Background: an optimization exercise with open tools, aiming at a short achievable clock period and few clock cycles. Do not read the settings as production practice. In this exercise RTL edits were held to simulation tests only and were not proved equivalent to the original. Power and IR drop assume default switching activity.

==> design/flow/design.v <==
`timescale 1ns/100ps
module mips_toplevel
#(
    parameter NB_DATA           = 32,
    parameter NB_PC             = 32,
    parameter NB_OPCODE         = 6,
    parameter NB_FUNC           = 6,
    parameter NB_SHAMT          = 5,
    parameter NB_OFFSET         = 16,
    parameter NB_ADDR_INDEX     = 26,
    parameter N_REG             = 32,
    parameter _NB_INDEX_REG     = $clog2(N_REG),
    parameter MEM_DEPTH         = 1024
 )
 (
    input  wire                             clk,
    input  wire                             btnC,
    input  wire                             i_rf_pipe_enabled,
    input  wire [_NB_INDEX_REG  - 1 : 0]    i_rf_reg_index_addr,
    output wire [NB_DATA        - 1 : 0]    o_rf_reg_data,
    output wire [NB_PC          - 1 : 0]    o_rf_pc_count,
    input  wire [NB_DATA        - 1 : 0]    i_imem_data,
    output wire [NB_DATA        - 1 : 0]    o_dmem_addr,
    output wire                             o_dmem_we,
    output wire [3 : 0]                     o_dmem_wstrb,
    output wire [NB_DATA        - 1 : 0]    o_dmem_wdata,
    input  wire [NB_DATA        - 1 : 0]    i_dmem_rdata
 );
wire rst = btnC;
wire en  = i_rf_pipe_enabled;
integer i;
reg  [31:0] regs [0:31];
reg  [31:0] pc;
reg         pend;            
reg  [31:0] pend_tgt;        
reg  [31:0] ic_data [0:31];
reg  [4:0]  ic_tag  [0:31];
reg  [31:0] ic_val;
reg         x_wen0, x_wen1;
reg  [4:0]  x_rd0,  x_rd1;
reg         x_ld0,  x_ld1;       
reg  [31:0] x_a0,   x_a1;        
reg  [31:0] x_b0,   x_b1;        
reg  [31:0] x_c0,   x_c1;        
reg  [4:0]  x_sh0,  x_sh1;
reg  [31:0] x_link0, x_link1;    
reg  [11:0] x_f0,   x_f1;        
reg         x_var0, x_var1;      
reg         x_st;
reg  [3:0]  x_wstrb;
reg  [31:0] maddr;               
reg  [31:0] x_wd;                
reg  [2:0]  x_ldop;              
reg         x_br;
reg         x_beq;
reg         x_pred;              
reg  [31:0] x_ba, x_bb;          
reg  [31:0] x_alt;               
localparam F_ADD = 0, F_SUB = 1, F_AND = 2, F_OR = 3, F_XOR = 4, F_NOR = 5,
           F_SLT = 6, F_SLL = 7, F_SRL = 8, F_LUI = 9, F_ONE = 10, F_LINK = 11;
function [31:0] alu_f;
    input [31:0] a, b, c;
    input [4:0]  sh;
    input [31:0] link;
    input [11:0] f;
    input        vr;
    reg   [31:0] sum, diff, shl, shr;
    reg          lt, big;
    reg   [4:0]  amt;
    begin
        sum  = a + c;
        diff = a - c;
        lt   = (a[31] != c[31]) ? a[31] : diff[31];
        big  = vr & (|a[31:5]);
        amt  = vr ? a[4:0] : sh;
        shl  = big ? 32'd0 : (b << amt);
        shr  = big ? 32'd0 : (b >> amt);
        alu_f = ({32{f[F_ADD]}}  & sum)
              | ({32{f[F_SUB]}}  & diff)
              | ({32{f[F_AND]}}  & (a & c))
              | ({32{f[F_OR]}}   & (a | c))
              | ({32{f[F_XOR]}}  & (a ^ c))
              | ({32{f[F_NOR]}}  & ~(a | c))
              | ({32{f[F_SLT]}}  & {31'd0, lt})
              | ({32{f[F_SLL]}}  & shl)
              | ({32{f[F_SRL]}}  & shr)
              | ({32{f[F_LUI]}}  & {c[15:0], 16'h0000})
              | ({32{f[F_ONE]}}  & 32'hFFFFFFFF)
              | ({32{f[F_LINK]}} & link);
    end
endfunction
wire [31:0] alu0 = alu_f(x_a0, x_b0, x_c0, x_sh0, x_link0, x_f0, x_var0);
wire [31:0] alu1 = alu_f(x_a1, x_b1, x_c1, x_sh1, x_link1, x_f1, x_var1);
assign o_dmem_addr  = {2'b00, maddr[31:2]};
assign o_dmem_we    = x_st & en;
assign o_dmem_wstrb = x_wstrb;
assign o_dmem_wdata = x_wd;
wire [31:0] rd_word = i_dmem_rdata;
wire [1:0]  ba      = maddr[1:0];
wire        ld_byte = (x_ldop == 3'b000) | (x_ldop == 3'b100);
wire        ld_word = (x_ldop == 3'b011) | (x_ldop == 3'b111);
wire        ld_sb   = (x_ldop == 3'b000);
wire        ld_sh   = (x_ldop == 3'b001);
reg  [7:0]  sel_b;
always @(*) begin
    case (ba)
        2'b00: sel_b = rd_word[7:0];
        2'b01: sel_b = rd_word[15:8];
        2'b10: sel_b = rd_word[23:16];
        default: sel_b = rd_word[31:24];
    endcase
end
wire [31:0] sel_h = (ba == 2'b00) ? {16'h0000, rd_word[15:0]}
                  : (ba == 2'b10) ? {16'h0000, rd_word[31:16]}
                  :                 rd_word;
wire [31:0] ld_data = ld_word ? rd_word
                    : ld_byte ? {{24{ld_sb & sel_b[7]}}, sel_b}
                    : ld_sh   ? {{16{sel_h[15]}}, sel_h[15:0]}
                    :           sel_h;
wire [31:0] wb0 = x_ld0 ? ld_data : alu0;
wire [31:0] wb1 = x_ld1 ? ld_data : alu1;
wire        x_eq   = (x_ba == x_bb);
wire        x_take = x_beq ? x_eq : ~x_eq;
wire        mispr  = x_br & (x_take != x_pred);
function [31:0] dec_f;           
    input [31:0] ins;
    reg [5:0] op, fn;
    reg op_r, jr, jalr, rtype, load, store, logi, addi, slti, beq, bne, j, jal, halt;
    reg r_add, r_sub, r_and, r_or, r_xor, r_nor, r_slt, r_lui, r_sll, r_srl, r_one;
    reg wen;
    reg [4:0] wdst;
    reg [11:0] f;
    begin
        op    = ins[31:26];
        fn    = ins[5:0];
        halt  = (ins == 32'hFFFFFFFF);
        op_r  = (op == 6'b000000);
        jr    = op_r & (fn == 6'b001000);
        jalr  = op_r & (fn == 6'b001001);
        rtype = op_r & ~jr & ~jalr;
        load  = (op[5:3] == 3'b100);
        store = (op[5:3] == 3'b101);
        logi  = (op[5:2] == 4'b0011);
        addi  = (op == 6'b001000);
        slti  = (op == 6'b001010);
        beq   = (op == 6'b000100);
        bne   = (op == 6'b000101);
        j     = (op == 6'b000010);
        jal   = (op == 6'b000011);
        r_add = (fn == 6'b110001) | (fn == 6'b100001);
        r_sub = (fn == 6'b100011);
        r_and = (fn == 6'b100100);
        r_or  = (fn == 6'b100101);
        r_xor = (fn == 6'b100110);
        r_nor = (fn == 6'b100111);
        r_slt = (fn == 6'b101010);
        r_lui = (fn == 6'b101011);
        r_sll = (fn == 6'b000000) | (fn == 6'b000100);
        r_srl = (fn == 6'b000010) | (fn == 6'b000011) | (fn == 6'b000110) | (fn == 6'b000111);
        r_one = ~(r_add | r_sub | r_and | r_or | r_xor | r_nor | r_slt | r_lui | r_sll | r_srl);
        wen   = rtype | logi | addi | slti | jal | jalr | load;
        wdst  = jal ? 5'd31 : (rtype | jalr) ? ins[15:11] : ins[20:16];
        f[F_ADD]  = (rtype & r_add) | addi | load | store;
        f[F_SUB]  = rtype & r_sub;
        f[F_AND]  = (rtype & r_and) | (logi & (op[1:0] == 2'b00));
        f[F_OR]   = (rtype & r_or)  | (logi & (op[1:0] == 2'b01));
        f[F_XOR]  = (rtype & r_xor) | (logi & (op[1:0] == 2'b10));
        f[F_NOR]  = rtype & r_nor;
        f[F_SLT]  = (rtype & r_slt) | slti;
        f[F_SLL]  = rtype & r_sll;
        f[F_SRL]  = rtype & r_srl;
        f[F_LUI]  = (rtype & r_lui) | (logi & (op[1:0] == 2'b11));
        f[F_ONE]  = rtype & r_one;
        f[F_LINK] = jal | jalr;
        dec_f = {wen, wdst, load, store, beq | bne, beq, j | jal | jr | jalr, jr | jalr,
                 rtype | store | beq | bne, halt, f, rtype, logi, 4'd0};
    end
endfunction
wire [31:0] ins0 = i_imem_data;
wire [31:0] pc1  = pc + 32'd1;
wire [31:0] pc2  = pc + 32'd2;
wire [31:0] pc3  = pc + 32'd3;
wire        ic_ok  = (pc1[31:10] == 22'd0);
wire        hit1   = ic_ok & ic_val[pc1[4:0]] & (ic_tag[pc1[4:0]] == pc1[9:5]);
wire [31:0] ins1   = ic_data[pc1[4:0]];
wire [31:0] d0 = dec_f(ins0);
wire [31:0] d1 = dec_f(ins1);
wire        wen0 = d0[31], wen1 = d1[31];
wire [4:0]  wd0  = d0[30:26], wd1 = d1[30:26];
wire        ld0  = d0[25], ld1 = d1[25];
wire        st0  = d0[24], st1 = d1[24];
wire        br0  = d0[23], br1 = d1[23];
wire        beq0 = d0[22], beq1 = d1[22];
wire        jmp0 = d0[21], jmp1 = d1[21];
wire        jrg0 = d0[20], jrg1 = d1[20];
wire        urt1 = d1[19];
wire        hlt0 = d0[18], hlt1 = d1[18];
wire [11:0] f0   = d0[17:6], f1 = d1[17:6];
wire        rty0 = d0[5],  rty1 = d1[5];
wire        lgi0 = d0[4],  lgi1 = d1[4];
wire [4:0]  rs0 = ins0[25:21], rt0 = ins0[20:16];
wire [4:0]  rs1 = ins1[25:21], rt1 = ins1[20:16];
function [31:0] rd_byp;
    input [4:0] r;
    input [31:0] rf;
    begin
        if (x_wen1 & (x_rd1 == r))      rd_byp = wb1;
        else if (x_wen0 & (x_rd0 == r)) rd_byp = wb0;
        else                            rd_byp = rf;
    end
endfunction
wire [31:0] va0 = rd_byp(rs0, regs[rs0]);
wire [31:0] vb0 = rd_byp(rt0, regs[rt0]);
wire [31:0] va1 = rd_byp(rs1, regs[rs1]);
wire [31:0] vb1 = rd_byp(rt1, regs[rt1]);
wire [31:0] sx0 = {{16{ins0[15]}}, ins0[15:0]};
wire [31:0] sx1 = {{16{ins1[15]}}, ins1[15:0]};
wire [31:0] zx0 = {16'h0000, ins0[15:0]};
wire [31:0] zx1 = {16'h0000, ins1[15:0]};
wire [31:0] oc0 = rty0 ? vb0 : lgi0 ? zx0 : sx0;
wire [31:0] oc1 = rty1 ? vb1 : lgi1 ? zx1 : sx1;
wire        raw  = wen0 & ((rs1 == wd0) | (urt1 & (rt1 == wd0)));
wire        pair = hit1 & ~pend & ~hlt0 & ~br0 & ~hlt1
                 & ~((ld0 | st0) & (ld1 | st1)) & ~raw
                 & ~(jmp0 & (br1 | jmp1));
wire        pred0  = (rs0 == rt0) ? beq0 : ~beq0;
wire [31:0] btg0   = pc1 + sx0;
wire [31:0] fall0  = pend ? pend_tgt : pc1;
wire [31:0] jtg0   = jrg0 ? va0 : {2'b00, pc1[31:28], ins0[25:0]};
wire        pred1  = (rs1 == rt1) ? beq1 : ~beq1;
wire [31:0] btg1   = pc2 + sx1;
wire [31:0] jtg1   = jrg1 ? va1 : {2'b00, pc2[31:28], ins1[25:0]};
wire        brx    = pair ? br1 : br0;          
always @(posedge clk) begin
    if (rst) begin
        pc       <= 32'd0;
        pend     <= 1'b0;
        pend_tgt <= 32'd0;
    end else if (en) begin
        if (mispr) begin
            pc   <= x_alt;
            pend <= 1'b0;
        end else if (hlt0) begin
            pc <= pc;
        end else if (pair) begin
            if (jmp0) begin
                pc <= jtg0;                   
            end else if (br1) begin
                pc <= pred1 ? btg1 : pc2;
            end else if (jmp1) begin
                pc       <= pc2;
                pend     <= 1'b1;
                pend_tgt <= jtg1;
            end else begin
                pc <= pc2;
            end
        end else if (br0) begin
            pc   <= pred0 ? btg0 : fall0;
            pend <= 1'b0;
        end else if (jmp0) begin
            if (pend) begin
                pc   <= jtg0;
                pend <= 1'b0;
            end else begin
                pc       <= pc1;
                pend     <= 1'b1;
                pend_tgt <= jtg0;
            end
        end else if (pend) begin
            pc   <= pend_tgt;
            pend <= 1'b0;
        end else begin
            pc <= pc1;
        end
    end
end
always @(posedge clk) begin
    if (rst) begin
        ic_val <= 32'd0;
    end else if (en & (pc[31:10] == 22'd0)) begin
        ic_val[pc[4:0]] <= 1'b1;
    end
end
always @(posedge clk) begin
    if (en & (pc[31:10] == 22'd0)) begin
        ic_data[pc[4:0]] <= ins0;
        ic_tag[pc[4:0]]  <= pc[9:5];
    end
end
always @(posedge clk) begin
    if (rst) begin
        x_wen0 <= 1'b0;
        x_wen1 <= 1'b0;
        x_st   <= 1'b0;
        x_br   <= 1'b0;
    end else if (en) begin
        x_wen0 <= wen0 & ~mispr;
        x_wen1 <= pair & wen1 & ~mispr;
        x_st   <= (st0 | (pair & st1)) & ~mispr;
        x_br   <= (br0 | (pair & br1)) & ~mispr;
    end
end
wire        m1 = pair & (ld1 | st1);           
wire [31:0] mins = m1 ? ins1 : ins0;
always @(posedge clk) begin
    if (en) begin
        x_rd0   <= wd0;
        x_rd1   <= wd1;
        x_ld0   <= ld0;
        x_ld1   <= ld1;
        x_a0    <= va0;
        x_a1    <= va1;
        x_b0    <= vb0;
        x_b1    <= vb1;
        x_c0    <= oc0;
        x_c1    <= oc1;
        x_sh0   <= ins0[10:6];
        x_sh1   <= ins1[10:6];
        x_link0 <= pc2;
        x_link1 <= pc3;
        x_f0    <= f0;
        x_f1    <= f1;
        x_var0  <= ins0[2];
        x_var1  <= ins1[2];
        x_wstrb <= (mins[28:26] == 3'b000) ? 4'b0001
                 : (mins[28:26] == 3'b011) ? 4'b1111
                 :                           4'b0011;
        maddr   <= (m1 ? va1 : va0) + (m1 ? sx1 : sx0);
        x_wd    <= m1 ? vb1 : vb0;
        x_ldop  <= mins[28:26];
        x_beq   <= pair ? beq1 : beq0;
        x_pred  <= pair ? pred1 : pred0;
        x_ba    <= pair ? va1 : va0;
        x_bb    <= pair ? vb1 : vb0;
        x_alt   <= pair ? (pred1 ? pc2 : btg1)
                        : (pred0 ? fall0 : btg0);
    end
end
always @(posedge clk) begin
    if (rst) begin
        for (i = 0; i < 32; i = i + 1)
            regs[i] <= i;
    end else if (en) begin
        for (i = 0; i < 32; i = i + 1) begin
            if (x_wen1 & (x_rd1 == i))
                regs[i] <= wb1;
            else if (x_wen0 & (x_rd0 == i))
                regs[i] <= wb0;
        end
    end
end
wire [31:0] dbg_sel = 32'd1 << i_rf_reg_index_addr;
reg  [31:0] dbg_data;
always @(*) begin
    dbg_data = 32'd0;
    for (i = 0; i < 32; i = i + 1)
        dbg_data = dbg_data | (regs[i] & {32{dbg_sel[i]}});
end
assign o_rf_pc_count  = pc;
assign o_rf_reg_data  = dbg_data;
endmodule
==> design/flow/run.sh <==
#!/bin/bash
# synth_recipe.tcl (not shown) runs the flow's synth.tcl, then flattens the netlist and writes it again
# the make line also repeats each setting of config.mk as NAME=value (left out here)
make -C /OpenROAD-flow-scripts/flow DESIGN_CONFIG=/design/flow/config.mk WORK_HOME=/design/flow/orfs CLKGATE_MAP_FILE= SYNTH_SCRIPT=/design/flow/synth_recipe.tcl finish
==> design/flow/config.mk <==
export PLATFORM = sky130hd
export DESIGN_NAME = mips_toplevel
export DESIGN_NICKNAME = mips_toplevel
export VERILOG_FILES = /design/flow/design.v
export SDC_FILE = /design/flow/constraint.sdc
export NUM_CORES = 4
export LEC_CHECK = 0
export ABC_CLOCK_PERIOD_IN_PS = 1500
export CAP_MARGIN = 20
export CORE_MARGIN = 2
export CORE_UTILIZATION = 40
export SETUP_SLACK_MARGIN = 5
export SLEW_MARGIN = 20
==> design/flow/constraint.sdc <==
create_clock -name core_clock -period 11.0 [get_ports {clk}]
set_input_delay 2.2000 -clock core_clock [delete_from_list [all_inputs] [get_ports {clk}]]
set_output_delay 2.2000 -clock core_clock [all_outputs]
set_load 0.01 [all_outputs]
==> results.txt <==
worst max-delay path by stage:
stage,startpoint,to,cells past startpoint
2_1_floorplan,i_imem_data[4],maddr[31],30
4_1_cts,pc[1],maddr[31],30
3_5_place_dp,pc[2],maddr[31],30
3_3_place_gp,i_imem_data[25],maddr[31],29
routing by layer:
layer  global-route usage  GRT overflow
met1               0.7958             0
met2               0.8468             0
met3               0.6018             5
met4               0.6340             0
met5               0.4224             0
synth_stat cells (all sizes together) (424+ instances only):
master,count
a221oi,579
nand4,460
nor3,478
edfxtp,1655
a311oi,429
nor2,2274
nand2,1935
dfxtp,1125
mux2i,428
a211oi,547
o21ai,693
mux4,424
clkbuf,1575
a21oi,932
nand3,480
a22oi,1253
a22o,531
power groups by stage:
stage	combinational (mW)	clock, mW	sequential (mW)
after CTS	10.1	11.2	11.5
after global placement	8.65	0	11.7
after floorplan	4.26	0	11.6
after detailed placement	8.69	0	11.7
kinds of logic after synthesis:
| kind of cell | after synthesis | synth area share |
|---|---|---|
| multiplexers | 975 | 0.08625 |
| flip-flops | 2780 | 0.4084 |
| other | 2 | 0.00004247 |
| XOR/XNOR | 309 | 0.01545 |
| AO/OA/AOI/OAI | 6225 | 0.2574 |
| adder cells (fa/ha/maj) | 306 | 0.02202 |
| AND/OR/NAND/NOR | 6313 | 0.1589 |
| buffers and inverters | 2306 | 0.05147 |
repair_timing:
item	CTS
endpoints found under the hold margin	0
cloned	69
setup buffers	731
gates resized for setup	1681
pin swaps	395
setup endpoints to repair	523
per-stage QoR:
stage / power [mW] / setup slack, ns / cell area (µm²) / util
after floorplan: 15.82 / 2.478 / 177100 / -
after global placement: 20.37 / 0.5656 / 190900 / 0.4331
after CTS: 32.75 / 2.782 / 216800 / 0.4918
after detailed placement: 20.41 / 0.9135 / 191000 / 0.4334
==> flow_summary.json <==
{
  "pin_count": 205,
  "htree_levels": 5,
  "yosys.area.top_type": "edfxtp_1",
  "synth-seq-cells": 2780,
  "numPlacedInstances": 24530,
  "avgSynthCellArea_um2": 9.203,
  "stop_stage": "global routing (5_1_grt)",
  "ys_warn_count": 2,
  "cts-buffers-inserted": 318,
  "yosysSeqAreaShare": 0.4084,
  "status": "aborted with a tool error",
  "grt_max_degree": 170,
  "place_congestion": 1.173,
  "cts_hold_buf": 0,
  "io_buffers": 201,
  "fp.dieW_um": 668.9,
  "die_y_um": 668.9,
  "firstError": "[ERROR GRT-0232] Routing congestion too high. Check the congestion heatmap in the GUI.",
  "async_flop_share": 0,
  "start_util": 0.4011,
  "synth_area_leaders": "edfxtp_1 28%, dfxtp_1 13%, mux4_2 5.4%",
  "clock_path_buffers": 4,
  "clock-root-buffer": "clkbuf_16",
  "synth_ff_type": "edfxtp_1",
  "clock-sinks": 2780,
  "row_count": 244,
  "overflow": 5,
  "track_usage": 0.7363,
  "synth_edf_count": 1655,
  "syn-cell-area_mm2": 0.1768,
  "ys_types": 112,
  "syn_inst": 19220,
  "dp_hpwl_mm": 1022,
  "synth_top_area_share": 0.2810
}
Testbench counts, summed over its fixed seeds: cycles 24,594.
